Background: an optimization exercise with open tools, aiming at small area. Do not read the settings as production practice.
Only simulation tests tie the RTL to the original design; equivalence was not proved.
Power and IR drop assume default switching activity.

==> flow/design.v <==
`timescale			    1ns/1ns
`default_nettype        none
module EF_PWM32(
    input wire          clk,
    input wire          rst_n,
    output wire         pwmA,
    output wire         pwmB,
    input wire [31:0]   cmpA,
    input wire [31:0]   cmpB,
    input wire [31:0]   top,
    input wire [ 3:0]   clkdiv,
    input wire          cntr_mode,
    input wire          enA,
    input wire          enB,
    input wire          invA,
    input wire          invB,
    input wire          en,
    input wire [1:0]    pwmA_e0a,
    input wire [1:0]    pwmA_e1a,
    input wire [1:0]    pwmA_e2a,
    input wire [1:0]    pwmA_e3a,
    input wire [1:0]    pwmA_e4a,
    input wire [1:0]    pwmA_e5a,
    input wire [1:0]    pwmB_e0a,
    input wire [1:0]    pwmB_e1a,
    input wire [1:0]    pwmB_e2a,
    input wire [1:0]    pwmB_e3a,
    input wire [1:0]    pwmB_e4a,
    input wire [1:0]    pwmB_e5a,
    input wire          cntr_we,
    input wire [31:0]   cntr_wdata,
    output wire [31:0]  cntr_value
);
    reg [ 3:0] clkdiv_ctr;
    always @(posedge clk or negedge rst_n)
        if(!rst_n)
            clkdiv_ctr <= 4'b0;
        else 
            if(en)
                clkdiv_ctr <= clkdiv_ctr + 4'b1;
    wire clkdiv2 = clkdiv[0] & (clkdiv_ctr[0] == 1'b1);
    wire clkdiv4 = clkdiv[1] & (clkdiv_ctr[1:0] == 2'b11);
    wire clkdiv8 = clkdiv[2] & (clkdiv_ctr[2:0] == 3'b111);
    wire clkdiv16 = clkdiv[3] & (clkdiv_ctr[3:0] == 4'b1111);
    reg clken;
    always @(posedge clk or negedge rst_n)
        if(!rst_n)
            clken <= 1'b0;
        else
            clken <= en & (clkdiv2 | clkdiv4 | clkdiv8 | clkdiv16);
    reg [31:0] cntr;
    reg dir;
    wire cmp_top    = (cntr == top);
    wire cmp_zero   = (cntr == 32'd0);
    wire cmp_a      = (cntr == cmpA);
    wire cmp_b      = (cntr == cmpB);
    wire cmp_au     = cmp_a & ~dir;
    wire cmp_ad     = cmp_a & dir;
    wire cmp_bu     = cmp_b & ~dir;
    wire cmp_bd     = cmp_b & dir;
    always @(posedge clk or negedge rst_n)
        if(!rst_n) dir <= 1'b0;
        else if(cmp_zero) dir <= 1'b0;
        else if(cmp_top) dir <= 1'b1;
    always @(posedge clk or negedge rst_n)
        if(!rst_n) cntr <= 32'b0;
        else 
            if (cntr_we)
                cntr <= cntr_wdata;
            else if (clken) 
                if(cntr_mode) cntr <= dir ? cntr - 32'b1 : cntr + 32'b1;
                else 
                    if(cmp_top) cntr <= 32'd0; 
                    else cntr <= cntr + 32'b1;
    reg pwm_a, pwm_b;
    always @(posedge clk or negedge rst_n)
        if(!rst_n) 
            pwm_a <= 1'b0;
        else if(clken & enA) begin
            if(cmp_zero)
                case (pwmA_e0a)
                    2'b01: pwm_a <= 1'b1;
                    2'b10: pwm_a <= 1'b0;
                    2'b11: pwm_a <= ~pwm_a; 
                endcase
            else if(cmp_au)
                case (pwmA_e1a)
                    2'b01: pwm_a <= 1'b1;
                    2'b10: pwm_a <= 1'b0;
                    2'b11: pwm_a <= ~pwm_a; 
                endcase
            else if(cmp_bu)
                case (pwmA_e2a)
                    2'b01: pwm_a <= 1'b1;
                    2'b10: pwm_a <= 1'b0;
                    2'b11: pwm_a <= ~pwm_a; 
                endcase
            else if(cmp_top)
                case (pwmA_e3a)
                    2'b01: pwm_a <= 1'b1;
                    2'b10: pwm_a <= 1'b0;
                    2'b11: pwm_a <= ~pwm_a; 
                endcase
            else if(cmp_bd)
                case (pwmA_e4a)
                    2'b01: pwm_a <= 1'b1;
                    2'b10: pwm_a <= 1'b0;
                    2'b11: pwm_a <= ~pwm_a; 
                endcase
            else if(cmp_ad)
                case (pwmA_e5a)
                    2'b01: pwm_a <= 1'b1;
                    2'b10: pwm_a <= 1'b0;
                    2'b11: pwm_a <= ~pwm_a; 
                endcase
        end
    always @(posedge clk or negedge rst_n)
        if(!rst_n) pwm_b <= 1'b0;
        else if(clken & enB) begin
            if(cmp_zero)
                case (pwmB_e0a)
                    2'b01: pwm_b <= 1'b1;
                    2'b10: pwm_b <= 1'b0;
                    2'b11: pwm_b <= ~pwm_b; 
                endcase
            else if(cmp_au)
                case (pwmB_e1a)
                    2'b01: pwm_b <= 1'b1;
                    2'b10: pwm_b <= 1'b0;
                    2'b11: pwm_b <= ~pwm_b; 
                endcase
            else if(cmp_bu)
                case (pwmB_e2a)
                    2'b01: pwm_b <= 1'b1;
                    2'b10: pwm_b <= 1'b0;
                    2'b11: pwm_b <= ~pwm_b; 
                endcase
            else if(cmp_top)
                case (pwmB_e3a)
                    2'b01: pwm_b <= 1'b1;
                    2'b10: pwm_b <= 1'b0;
                    2'b11: pwm_b <= ~pwm_b; 
                endcase
            else if(cmp_bd)
                case (pwmB_e4a)
                    2'b01: pwm_b <= 1'b1;
                    2'b10: pwm_b <= 1'b0;
                    2'b11: pwm_b <= ~pwm_b; 
                endcase
            else if(cmp_ad)
                case (pwmB_e5a)
                    2'b01: pwm_b <= 1'b1;
                    2'b10: pwm_b <= 1'b0;
                    2'b11: pwm_b <= ~pwm_b; 
                endcase
        end
        assign cntr_value = cntr;
        assign pwmA = invA ? ~pwm_a : pwm_a;
        assign pwmB = invB ? ~pwm_b : pwm_b;
endmodule
`timescale			1ns/1ns
`default_nettype	none
module EF_PWM32_apb (
	output	wire 		pwmA,
	output	wire 		pwmB,
	input	wire 		PCLK,
	input	wire 		PRESETn,
	input	wire [31:0]	PADDR,
	input	wire 		PWRITE,
	input	wire 		PSEL,
	input	wire 		PENABLE,
	input	wire [31:0]	PWDATA,
	output	wire [31:0]	PRDATA,
	output	wire 		PREADY
);
	localparam[15:0] CMPA_REG_ADDR = 16'h0000;
	localparam[15:0] CMPB_REG_ADDR = 16'h0004;
	localparam[15:0] TOP_REG_ADDR = 16'h0008;
	localparam[15:0] CLKDIV_REG_ADDR = 16'h000c;
	localparam[15:0] CONTROL_REG_ADDR = 16'h0010;
	localparam[15:0] GENA_REG_ADDR = 16'h0014;
	localparam[15:0] GENB_REG_ADDR = 16'h0018;
	localparam[15:0] CNTR_REG_ADDR = 16'h001c;
	reg	[31:0]	CMPA_REG;
	reg	[31:0]	CMPB_REG;
	reg	[31:0]	TOP_REG;
	reg	[3:0]	CLKDIV_REG;
	reg	[5:0]	CONTROL_REG;
	reg	[11:0]	GENA_REG;
	reg	[11:0]	GENB_REG;
	wire[31:0]	cmpA	= CMPA_REG[31:0];
	wire[31:0]	cmpB	= CMPB_REG[31:0];
	wire[31:0]	top	= TOP_REG[31:0];
	wire[3:0]	clkdiv	= CLKDIV_REG[3:0];
	wire		en	= CONTROL_REG[0:0];
	wire		enA	= CONTROL_REG[1:1];
	wire		enB	= CONTROL_REG[2:2];
	wire		invA	= CONTROL_REG[3:3];
	wire		invB	= CONTROL_REG[4:4];
	wire		cntr_mode	= CONTROL_REG[5:5];
	wire[1:0]	pwmA_e0a	= GENA_REG[1:0];
	wire[1:0]	pwmA_e1a	= GENA_REG[3:2];
	wire[1:0]	pwmA_e2a	= GENA_REG[5:4];
	wire[1:0]	pwmA_e3a	= GENA_REG[7:6];
	wire[1:0]	pwmA_e4a	= GENA_REG[9:8];
	wire[1:0]	pwmA_e5a	= GENA_REG[11:10];
	wire[1:0]	pwmB_e0a	= GENB_REG[1:0];
	wire[1:0]	pwmB_e1a	= GENB_REG[3:2];
	wire[1:0]	pwmB_e2a	= GENB_REG[5:4];
	wire[1:0]	pwmB_e3a	= GENB_REG[7:6];
	wire[1:0]	pwmB_e4a	= GENB_REG[9:8];
	wire[1:0]	pwmB_e5a	= GENB_REG[11:10];
	wire		apb_valid	= PSEL & PENABLE;
	wire		apb_we	= PWRITE & apb_valid;
	wire		apb_re	= ~PWRITE & apb_valid;
	wire		_clk_	= PCLK;
	wire		_rst_	= ~PRESETn;
	wire		cntr_we	= apb_we & (PADDR[15:0]==CNTR_REG_ADDR);
	wire[31:0]	cntr_value;
	EF_PWM32 inst_to_wrap (
		.clk(_clk_),
		.rst_n(~_rst_),
		.pwmA(pwmA),
		.pwmB(pwmB),
		.cmpA(cmpA),
		.cmpB(cmpB),
		.top(top),
		.clkdiv(clkdiv),
		.cntr_mode(cntr_mode),
		.enA(enA),
		.enB(enB),
		.en(en),
		.invA(invA),
		.invB(invB),
		.pwmA_e0a(pwmA_e0a),
		.pwmA_e1a(pwmA_e1a),
		.pwmA_e2a(pwmA_e2a),
		.pwmA_e3a(pwmA_e3a),
		.pwmA_e4a(pwmA_e4a),
		.pwmA_e5a(pwmA_e5a),
		.pwmB_e0a(pwmB_e0a),
		.pwmB_e1a(pwmB_e1a),
		.pwmB_e2a(pwmB_e2a),
		.pwmB_e3a(pwmB_e3a),
		.pwmB_e4a(pwmB_e4a),
		.pwmB_e5a(pwmB_e5a),
		.cntr_we(cntr_we),
		.cntr_wdata(PWDATA),
		.cntr_value(cntr_value)
	);
	always @(posedge PCLK or negedge PRESETn) if(~PRESETn) CMPA_REG <= 0; else if(apb_we & (PADDR[15:0]==CMPA_REG_ADDR)) CMPA_REG <= PWDATA[32-1:0];
	always @(posedge PCLK or negedge PRESETn) if(~PRESETn) CMPB_REG <= 0; else if(apb_we & (PADDR[15:0]==CMPB_REG_ADDR)) CMPB_REG <= PWDATA[32-1:0];
	always @(posedge PCLK or negedge PRESETn) if(~PRESETn) TOP_REG <= 0; else if(apb_we & (PADDR[15:0]==TOP_REG_ADDR)) TOP_REG <= PWDATA[32-1:0];
	always @(posedge PCLK or negedge PRESETn) if(~PRESETn) CLKDIV_REG <= 0; else if(apb_we & (PADDR[15:0]==CLKDIV_REG_ADDR)) CLKDIV_REG <= PWDATA[4-1:0];
	always @(posedge PCLK or negedge PRESETn) if(~PRESETn) CONTROL_REG <= 0; else if(apb_we & (PADDR[15:0]==CONTROL_REG_ADDR)) CONTROL_REG <= PWDATA[6-1:0];
	always @(posedge PCLK or negedge PRESETn) if(~PRESETn) GENA_REG <= 0; else if(apb_we & (PADDR[15:0]==GENA_REG_ADDR)) GENA_REG <= PWDATA[12-1:0];
	always @(posedge PCLK or negedge PRESETn) if(~PRESETn) GENB_REG <= 0; else if(apb_we & (PADDR[15:0]==GENB_REG_ADDR)) GENB_REG <= PWDATA[12-1:0];
	assign	PRDATA = 
			(PADDR[15:0] == CMPA_REG_ADDR) ? CMPA_REG :
			(PADDR[15:0] == CMPB_REG_ADDR) ? CMPB_REG :
			(PADDR[15:0] == TOP_REG_ADDR) ? TOP_REG :
			(PADDR[15:0] == CLKDIV_REG_ADDR) ? CLKDIV_REG :
			(PADDR[15:0] == CONTROL_REG_ADDR) ? CONTROL_REG :
			(PADDR[15:0] == GENA_REG_ADDR) ? GENA_REG :
			(PADDR[15:0] == GENB_REG_ADDR) ? GENB_REG :
			(PADDR[15:0] == CNTR_REG_ADDR) ? cntr_value :
			32'hDEADBEEF;
	assign PREADY = 1'b1;
endmodule
==> flow/run.sh <==
#!/bin/bash
# synth_recipe.tcl (not shown) runs the flow's synth.tcl, then flattens the netlist and writes it again
# the make line also repeats each setting of config.mk as NAME=value (left out here)
make -C /OpenROAD-flow-scripts/flow DESIGN_CONFIG=/design/flow/config.mk WORK_HOME=/design/flow/orfs CLKGATE_MAP_FILE= SYNTH_SCRIPT=/design/flow/synth_recipe.tcl finish
==> flow/config.mk <==
export PLATFORM = sky130hd
export DESIGN_NAME = EF_PWM32_apb
export DESIGN_NICKNAME = EF_PWM32_apb
export VERILOG_FILES = /design/flow/design.v
export SDC_FILE = /design/flow/constraint.sdc
export NUM_CORES = 4
export LEC_CHECK = 0
export ABC_AREA = 1
export CAP_MARGIN = 20
export CORE_MARGIN = 2
export CORE_UTILIZATION = 40
export SLEW_MARGIN = 20
==> flow/constraint.sdc <==
create_clock -name core_clock -period 10.0 [get_ports {PCLK}]
set_input_delay 2.0000 -clock core_clock [delete_from_list [all_inputs] [get_ports {PCLK}]]
set_output_delay 2.0000 -clock core_clock [all_outputs]
set_load 0.01 [all_outputs]
==> impl_metrics.ini <==
[clock_tree]
ctsHoldBuffers = 0
post_cts_resized = 0
clkTransAtPathRegs_ns = 0.07
worstSkewPairLatency_ns = 0.45
cts_root_buf = clkbuf_16
clock_path_buffers = 2
h-tree-depth = 4
postCtsSetupRepairBufs = 0
cts_sinks = 170
cts_inserted_buffers = 17
cts_tree = yes

[critical_path]
critPathArrivalTime_ns = 5.69
critPathMostFrequentCell = clkdlybuf4s50_1
path_max_fanout = 25
worst_setup_path_start_kind = input pin
critPathKind = in -> out
critical_path_required_ns = 8.00
crit_path_max_incr_delay_ns = 0.69
end_kind = primary output
crit_chain = clkdlybuf4s50_1 -> inv_2 -> nor3_1 -> nand3_2 -> inv_1 -> a21oi_1 -> a22oi_1 -> clkdlybuf4s50_1
crit_slowest_cell = inv_1
r2r_slack_ns = 7.04

[synthesis]
synth_warnings = 2
seq_area_frac_synth = 0.341
synth_top_cell_by_area = dfrtp_1
syn_area_per_cell_um2 = 6.57
synth_ff_type = dfrtp_1
syn_nets = 2000
synth.top_cell.area_share = 0.341
syn_inst = 1902
ys_seq_elements = 170
async_reset_ff_frac = 1.00
yosys.cell_types.count = 51
synth_edf_count = 0
ys_top_cells_by_area = dfrtp_1, nand2_1, o21ai_0, inv_1, nor2_1
mappedNetlistArea_um2 = 12500

[pwr]
powerDensity_nw_per_um2 = 101
ir_drop_uv = 119
leakage_nw = 6.84
total_power_mw = 1.43

[finish]
fin_area_um2 = 14100
layout.nets = 2025
syn2layout_area_growth_pct = 13.0
drive_above_1_share = 0.0547

[place]
port_buffers = 86
dp_hpwl_um = 32600
gp_congestion = 0.980
placed_cell_area_um2 = 13500

[sta]
rsz0062_at_grt = no
slew_headroom = 0.225
fmax_ghz = 0.130
fin_crit_sh = 0.769
min_period_ns = 7.69
worstMarginPinSlew_ns = 1.16
slew_violations = 0
skew_ns = 0.0146
setup_viol = 0
hold_viol_final = 0
tns_ns = 0

[detailed_routing]
drc = 0
detail-route-antenna-nets = 0
vias = 12848
dr.pass1.iters = 5
wirelength_um = 44100
drtIter0Drc = 1312
wl_per_cell_um = 18.9
via_per_inst = 5.50

[run_status]
status = finished clean

[global_route]
grt_max_degree = 97
antenna_found_initial = 1
grt.total_usage = 0.271
grt_pass1_vias = 11781
grt_pass1_wl_um = 69200
overflow = 0

[floorplan]
core_area_um2 = 30700
initial_utilization = 0.407
die_h_um = 181
die_area_um2 = 32700
dieWidth_um = 181
row_count = 64
ios = 104

[job]
max_cap_violations = 0

[min_path]
hold_class = reg -> reg
==> path summary, 6_finish.rpt <==
kind                                            start                         end  depth (start not counted)
setup / recovery                             PADDR[2]                   PRDATA[2]                          8
hold / removal             inst_to_wrap.clkdiv_ctr[3]  inst_to_wrap.clkdiv_ctr[3]                          1
setup reg to reg                inst_to_wrap.cntr[24]       inst_to_wrap.cntr[24]                         13
hold reg to reg            inst_to_wrap.clkdiv_ctr[3]  inst_to_wrap.clkdiv_ctr[3]                          1
max in group asynchronous                     PRESETn                 TOP_REG[16]                          2
min in group asynchronous                     PRESETn  inst_to_wrap.clkdiv_ctr[2]                          1
==> final cells by class <==
| class | instances | area (um^2) |
|---|---|---|
| Antenna cell | 1 | 2.50 |
| Timing Repair Buffer | 96 | 961 |
| Clock buffer | 19 | 443 |
| Multi-Input combinational cell | 1400 | 6920 |
| Tap cell | 396 | 495 |
| Fill cell | 3208 | 16500 |
| Clock inverter | 12 | 138 |
| Sequential cell | 170 | 4250 |
| Inverter | 242 | 913 |
==> cells in the final DEF, fill, tap and decap left out, drive strengths merged, types with 25 or more instances in the layout <==
| master | netlist | layout |
|---|---|---|
| o221ai | 28 | 28 |
| ha | 29 | 29 |
| xor2 | 27 | 27 |
| o21ai | 234 | 234 |
| dfrtp | 170 | 170 |
| clkdlybuf4s50 | 0 | 85 |
| nand4 | 35 | 35 |
| nor3 | 25 | 25 |
| nor2 | 173 | 173 |
| inv | 241 | 247 |
| a22oi | 27 | 27 |
| a21oi | 34 | 34 |
| nand3 | 78 | 78 |
| nand2 | 639 | 639 |
==> power by group <==
part | leakage (nW) | internal [mW] | total, mW | switching [mW]
clock | 0.281 | 0.377 | 0.686 | 0.309
combinational | 4.19 | 0.0209 | 0.0543 | 0.0334
sequential | 2.37 | 0.687 | 0.687 | 0.000114
total | 6.84 | 1.09 | 1.43 | 0.343
==> cell families after synthesis <==
family	after synthesis	synth area share
AO/OA/AOI/OAI	378	0.176
XOR/XNOR	32	0.0224
adder cells (fa/ha/maj)	29	0.0290
buffers and inverters	332	0.107
flip-flops	170	0.341
multiplexers	1	0.000801
other	1	0.000300
AND/OR/NAND/NOR	959	0.323
==> registers in the layout, summed over array words and instances, names as in the netlist <==
| name | flops |
|---|---|
| inst_to_wrap.clken | 1 |
| inst_to_wrap.clkdiv_ctr | 4 |
| inst_to_wrap.cntr | 32 |
| GENB_REG | 12 |
| inst_to_wrap.dir | 1 |
| CMPB_REG | 32 |
| TOP_REG | 32 |
| inst_to_wrap.pwm_a | 1 |
| GENA_REG | 12 |
| CLKDIV_REG | 4 |
| CONTROL_REG | 6 |
| CMPA_REG | 32 |
| inst_to_wrap.pwm_b | 1 |
==> layer usage <==
metal / GRT usage / vias to the layer above / routed length [um]
li1: - / 6201 / -
met1: 0.402 / 6063 / 20800
met2: 0.405 / 513 / 18800
met3: 0.0466 / 71 / 3380
met4: 0.0781 / 0 / 1110
met5: 0 / - / 0
==> critical path, delay by kind of cell <==
family,cells,cell delay (ns)
and+or+nand+nor,2,1.06
buffers and inverters,4,2.16
AOI/OAI and AO/OA,2,0.47
==> cells in the mapped netlist, types with 5 or more instances <==
| master | n |
|---|---|
| nor2_2 | 13 |
| nand3_1 | 74 |
| nor2_1 | 154 |
| nand4_1 | 33 |
| o21ai_1 | 5 |
| dfrtp_1 | 170 |
| nand2_2 | 5 |
| nor3_2 | 5 |
| a21oi_1 | 34 |
| o211ai_1 | 22 |
| clkbuf_1 | 48 |
| a22oi_1 | 27 |
| inv_2 | 18 |
| xor2_1 | 27 |
| o21ai_0 | 229 |
| nor3_1 | 18 |
| nand2_1 | 631 |
| o2111ai_1 | 6 |
| buf_2 | 26 |
| inv_1 | 221 |
| ha_1 | 29 |
| xnor2_1 | 5 |
| buf_4 | 13 |
| o22ai_1 | 7 |
| o221ai_1 | 28 |
| nor2_4 | 6 |
==> per-stage QoR <==
step,hold WS (ns),setup slack (ns),utilization,std cells
4_1_cts,0.490,2.32,0.460,2334
3_3_place_gp,0.475,2.45,0.440,2302
6_report,0.483,2.31,0.460,2336
2_1_floorplan,0.446,4.54,-,1902
5_1_grt,0.528,2.12,0.460,2335
3_5_place_dp,0.475,2.33,0.441,2303

what the ideal ports hide:
No port has a modelled driver above. Below, the same layout with a new extraction and two added sets of constraints. Step 1 sets driving cells, clkbuf_16 on the clock port and buf_2 on the other inputs (assumed; they add their load-dependent delay and slew). Step 2 also shifts input and output timing later by t, the mid clock arrival at the registers, as if the neighbouring blocks saw the same clock. Slacks: ideal ports / drivers / drivers and shift; pairs: ideal ports / drivers.
t (ns): 0.494
slack for setup (ns): 2.313 / 2.283 / 2.283
hold WS [ns]: 0.483 / 0.483 / 0.483
cell pins on the clock port's net: 1
After both steps this run still meets setup and hold. The setup slack of this run moves by -0.030 ns with the drivers and by -0.030 ns with both steps.
